Background: an optimization exercise with open tools, aiming at a short achievable clock period and few clock cycles. Do not read the settings as production practice.
RTL that was checked went through simulation tests only; none was proved equivalent to the original.
The clock port is modelled as an ideal driver, which makes a skipped or thinned clock tree look cheaper than it is; a real chip needs a root buffer or a tree.
Power and IR drop assume default switching activity.

## old
// RISC_16_top
module RISC_16_top(
    input clk,
    input rst,
    output [5:0] instruction_addr,
    input [16:0] instruction,
    output [7:0] mem_addr,
    output [7:0] mem_wdata,
    output mem_we,
    input [7:0] mem_rdata,
    output halted,
    output [7:0] r4_out,   
    output [7:0] r8_out    
);
export LEC_CHECK = 0
export ABC_CLOCK_PERIOD_IN_PS = 1000
export CAP_MARGIN = 20
export CORE_MARGIN = 2
export CORE_UTILIZATION = 60
export PLACE_DENSITY = 0.75
export SLEW_MARGIN = 20
create_clock -name core_clock -period 10.0 [get_ports {clk}]
standard.sh (not shown) runs the stock make flow with config.mk's settings and CLKGATE_MAP_FILE= SYNTH_SCRIPT=/design/flow/synth_recipe.tcl, a recipe that flattens the netlist after the stock synthesis.
==> flow/flow/run.sh <==
#!/bin/bash
# Layout: the standard flow (standard.sh), with the standard synthesis
# unchanged, except:
#  - ports are buffered with buf_4 cells instead of the default delay
#    buffer, and the resizer may change a cell's footprint;
#  - timing repair aims for extra setup margin;
#  - the clock tree is built by flow/cts.tcl instead of TritonCTS: the clock
#    port drives one root buffer per column of flip-flop groups, each root
#    drives the leaf buffers of its column, each leaf drives one group
#    (balanced, about 22 flip-flops); then the same repair as ORFS's CTS.
set -euo pipefail
KNOBS=(MATCH_CELL_FOOTPRINT=0 "BUFFER_PORTS_ARGS=-buffer_cell sky130_fd_sc_hd__buf_4" SETUP_SLACK_MARGIN=7.5)
bash standard.sh synth > synth.log 2>&1
bash standard.sh "${KNOBS[@]}" place > place.log 2>&1
RES=orfs/results/sky130hd/RISC_16_top/base
RES=$RES OUT_DIR=$RES MARGIN=7.5 PER_LEAF=22 \
    openroad -no_init -exit flow/cts.tcl > cts.log 2>&1
bash standard.sh "${KNOBS[@]}" finish > layout.log 2>&1
Other scripts of this flow, unchanged in this note and not shown: flow/flow/cts.tcl
old completed every stage of the flow, and the final layout passed the timing, design-rule and antenna checks.
#### Input delta (new over old)
Settings: changing ABC_CLOCK_PERIOD_IN_PS from 1000 to 2000.
==> run notes <==
From new to old, post-synth design cell area did not move at all.
old and new ended up with roughly the same area of all placed cells without fillers.
In terms of layout cell share with drive strength beyond 1, old and new differ only marginally.
Comparing old against new, there is no change at all in period utilization.
Tap cell instance count essentially unchanged between new and old.
As far as total routing resource utilization after global routing is concerned, new and old perform about the same.
No run of this note included a check of the RTL's function; only the layout flow was run. In every run of this note, the design's own scripts or RTL, not TritonCTS, make the clock network.

---

the reference run:
RISC_16_top, a different RTL version from the one above (not shown whole).
Size: ~2300 cells after synthesis, roughly 490 flip-flops, ~67 I/O pins, about 25000 um^2 of cells after synthesis.
==> flow/config.mk <==
export PLATFORM = sky130hd
export DESIGN_NAME = RISC_16_top
export DESIGN_NICKNAME = RISC_16_top
export VERILOG_FILES = /design/flow/design.v
export SDC_FILE = /design/flow/constraint.sdc
export NUM_CORES = 4
export LEC_CHECK = 0
export ABC_CLOCK_PERIOD_IN_PS = 2000
export CAP_MARGIN = 20
export CORE_MARGIN = 2
export CORE_UTILIZATION = 60
export PLACE_DENSITY = 0.75
export SLEW_MARGIN = 20
==> flow/constraint.sdc <==
create_clock -name core_clock -period 10.0 [get_ports {clk}]
set_input_delay 2.0000 -clock core_clock [delete_from_list [all_inputs] [get_ports {clk}]]
set_output_delay 2.0000 -clock core_clock [all_outputs]
set_load 0.01 [all_outputs]
==> flow/flow/run.sh <==
#!/bin/bash
# Layout: the standard flow (standard.sh), with the standard synthesis
# unchanged, except:
#  - ports are buffered with buf_4 cells instead of the default delay
#    buffer, and the resizer may change a cell's footprint;
#  - timing repair aims for extra setup margin;
#  - the clock tree is built by flow/cts.tcl instead of TritonCTS: the clock
#    port drives one root buffer per column of flip-flop groups, each root
#    drives the leaf buffers of its column, each leaf drives one group
#    (balanced, about 22 flip-flops); then the same repair as ORFS's CTS.
set -euo pipefail
KNOBS=(MATCH_CELL_FOOTPRINT=0 "BUFFER_PORTS_ARGS=-buffer_cell sky130_fd_sc_hd__buf_4" SETUP_SLACK_MARGIN=7.1)
bash standard.sh synth > synth.log 2>&1
bash standard.sh "${KNOBS[@]}" place > place.log 2>&1
RES=orfs/results/sky130hd/RISC_16_top/base
RES=$RES OUT_DIR=$RES MARGIN=7.1 PER_LEAF=22 \
    openroad -no_init -exit flow/cts.tcl > cts.log 2>&1
bash standard.sh "${KNOBS[@]}" finish > layout.log 2>&1
==> flow/flow/cts.tcl <==
# Clock tree built by hand: the clock port drives one root buffer, which
# drives one leaf buffer per group of flip-flops; groups come from a
# balanced grid split of the flip-flops by position. Then the same repair
# and legalization as ORFS's CTS step.
# env: RES (results folder), LIB, RC (setRC.tcl), MARGIN, OUT_ODB, OUT_SDC
if {![info exists ::env(LIB)]} { set ::env(LIB) /OpenROAD-flow-scripts/flow/platforms/sky130hd/lib/sky130_fd_sc_hd__tt_025C_1v80.lib }
if {![info exists ::env(RC)]} { set ::env(RC) /OpenROAD-flow-scripts/flow/platforms/sky130hd/setRC.tcl }
read_liberty $::env(LIB)
read_db $::env(RES)/3_place.odb
read_sdc $::env(RES)/3_place.sdc
source $::env(RC)
set_dont_use [get_lib_cells {sky130_fd_sc_hd__probe* sky130_fd_sc_hd__lpflow*}]

set db [ord::get_db]
set block [ord::get_db_block]
set clk_net [$block findNet clk]
set bufm [$db findMaster sky130_fd_sc_hd__clkbuf_16]
set per [expr {[info exists ::env(PER_LEAF)] ? $::env(PER_LEAF) : 36}]

set sinks {}
foreach it [$clk_net getITerms] {
  set inst [$it getInst]
  set bb [$inst getBBox]
  set x [expr {([$bb xMin] + [$bb xMax]) / 2}]
  set y [expr {([$bb yMin] + [$bb yMax]) / 2}]
  lappend sinks [list $it $x $y]
}
set n [llength $sinks]
set k [expr {int(ceil(double($n) / $per))}]
set cols [expr {min(4, max(1, int(round(sqrt($k)))))}]
puts "manual CTS: $n sinks, $k leaves, $cols columns"

# balanced grid split: columns by x, then rows by y within each column
set byx [lsort -integer -index 1 $sinks]
set groups {}
set gcol {}
set left $k
set rest $n
set start 0
for {set c 0} {$c < $cols} {incr c} {
  set kc [expr {int(round(double($left) / ($cols - $c)))}]
  set nc [expr {int(round(double($rest) * $kc / $left))}]
  set col [lsort -integer -index 2 [lrange $byx $start [expr {$start + $nc - 1}]]]
  set s2 0
  for {set r 0} {$r < $kc} {incr r} {
    set nr [expr {int(round(double($nc - $s2) / ($kc - $r)))}]
    lappend groups [lrange $col $s2 [expr {$s2 + $nr - 1}]]
    lappend gcol $c
    incr s2 $nr
  }
  incr start $nc
  incr rest -$nc
  incr left -$kc
}

# one root buffer per column, all driven by the clock port
set roots {}
for {set c 0} {$c < $cols} {incr c} {
  set r [odb::dbInst_create $block $bufm clkbuf_root_$c]
  set rn [odb::dbNet_create $block clknet_root_$c]
  $rn setSigType CLOCK
  [$r findITerm A] connect $clk_net
  [$r findITerm X] connect $rn
  lappend roots [list $r $rn 0 0 0]
}

set i 0
foreach g $groups c $gcol {
  set gx 0
  set gy 0
  foreach s $g {
    incr gx [lindex $s 1]
    incr gy [lindex $s 2]
  }
  set gx [expr {$gx / [llength $g]}]
  set gy [expr {$gy / [llength $g]}]
  set leaf [odb::dbInst_create $block $bufm clkbuf_leaf_$i]
  set net [odb::dbNet_create $block clknet_leaf_$i]
  $net setSigType CLOCK
  $leaf setLocation $gx $gy
  $leaf setPlacementStatus PLACED
  set rt [lindex $roots $c]
  [$leaf findITerm A] connect [lindex $rt 1]
  [$leaf findITerm X] connect $net
  lset roots $c [list [lindex $rt 0] [lindex $rt 1] [expr {[lindex $rt 2] + $gx}] [expr {[lindex $rt 3] + $gy}] [expr {[lindex $rt 4] + 1}]]
  foreach s $g {
    set it [lindex $s 0]
    $it disconnect
    $it connect $net
  }
  incr i
}
foreach rt $roots {
  set r [lindex $rt 0]
  set m [lindex $rt 4]
  $r setLocation [expr {[lindex $rt 2] / $m}] [expr {[lindex $rt 3] / $m}]
  $r setPlacementStatus PLACED
}

detailed_placement
set_propagated_clock [all_clocks]
estimate_parasitics -placement
report_clock_latency -clock core_clock
if {[info exists ::env(MARGIN)]} {
  repair_timing -setup_margin $::env(MARGIN) -hold_margin 0 -repair_tns 100
  detailed_placement
  check_placement -verbose
  estimate_parasitics -placement
  report_clock_latency -clock core_clock
}
report_worst_slack -max
if {[info exists ::env(OUT_DIR)]} {
  write_db $::env(OUT_DIR)/4_1_cts.odb
  write_db $::env(OUT_DIR)/4_cts.odb
  write_sdc -no_timestamp $::env(OUT_DIR)/4_cts.sdc
}
if {[info exists ::env(SHOWPATH)]} {
  report_checks -path_delay max -to [lindex [all_registers -clock_pins] 0] -format full_clock_expanded -fields {cap slew fanout}
  report_checks -path_delay max -to [all_outputs] -format full_clock_expanded -fields {cap slew fanout}
}
Testbench counts of the reference run, summed over its fixed seeds: cycles 49,828.
Input-level comparison between the trial run and the reference run:
--- a/flow/flow/run.sh
+++ b/flow/flow/run.sh
@@ -11,3 +11,3 @@
 set -euo pipefail
-KNOBS=(MATCH_CELL_FOOTPRINT=0 "BUFFER_PORTS_ARGS=-buffer_cell sky130_fd_sc_hd__buf_4" SETUP_SLACK_MARGIN=7.1)
+KNOBS=(MATCH_CELL_FOOTPRINT=0 "BUFFER_PORTS_ARGS=-buffer_cell sky130_fd_sc_hd__buf_4" SETUP_SLACK_MARGIN=8)
 bash standard.sh synth > synth.log 2>&1
@@ -15,3 +15,3 @@
 RES=orfs/results/sky130hd/RISC_16_top/base
-RES=$RES OUT_DIR=$RES MARGIN=7.1 PER_LEAF=22 \
+RES=$RES OUT_DIR=$RES MARGIN=8 PER_LEAF=22 \
     openroad -no_init -exit flow/cts.tcl > cts.log 2>&1
==> run notes <==
The reference run → the trial run: proportion of power drawn by combinational gates went up by 9.1 points; overall power consumption went up by about 15%; global router's overall resource usage went up by 6.8 points; final critical-path setup slack went up by 0.020 ns. Of the two values seen for startpoint of the worst setup timing path, op_b[0] was produced by the reference run and frz by the trial run.
No run of this note takes its clock network from TritonCTS; it comes from the design's own scripts or RTL.

separate check: timing with driven ports:
How much do the figures lean on ideal ports? The routed layouts below were timed once more, with nothing changed but the port constraints. Step 1, drivers: a clkbuf_16 drives clk and a buf_2 each remaining input, both assumed. Step 2 adds t to the input delays and takes it off the output delays; t is the mean of the earliest and latest rising clock arrival at the registers after step 1. Input paths then give back, and output paths get back, about the clock's delay inside the block. Slacks: ideal ports / drivers / drivers and shift; pairs: ideal ports / drivers.
run | t (ns) | setup slack, ns | worst setup path after step 2 | worst register clock-pin slew, ns | cell pins on the clock port's net
old | 0.456 | 6.697 / 6.752 / 6.296 | input to register | 0.11 / 0.11 | 4
new | 0.456 | 6.697 / 6.752 / 6.296 | input to register | 0.11 / 0.11 | 4
the reference run | 0.451 | 7.044 / 6.967 / 6.822 | input to register | 0.10 / 0.10 | 4
the trial run | 0.464 | 7.065 / 6.952 / 6.543 | input to register | 0.10 / 0.10 | 4
After both steps every run listed still meets setup and hold. For the trial run, which loses most, drivers alone change the setup slack by -0.113 ns; drivers and shift together by -0.522 ns.
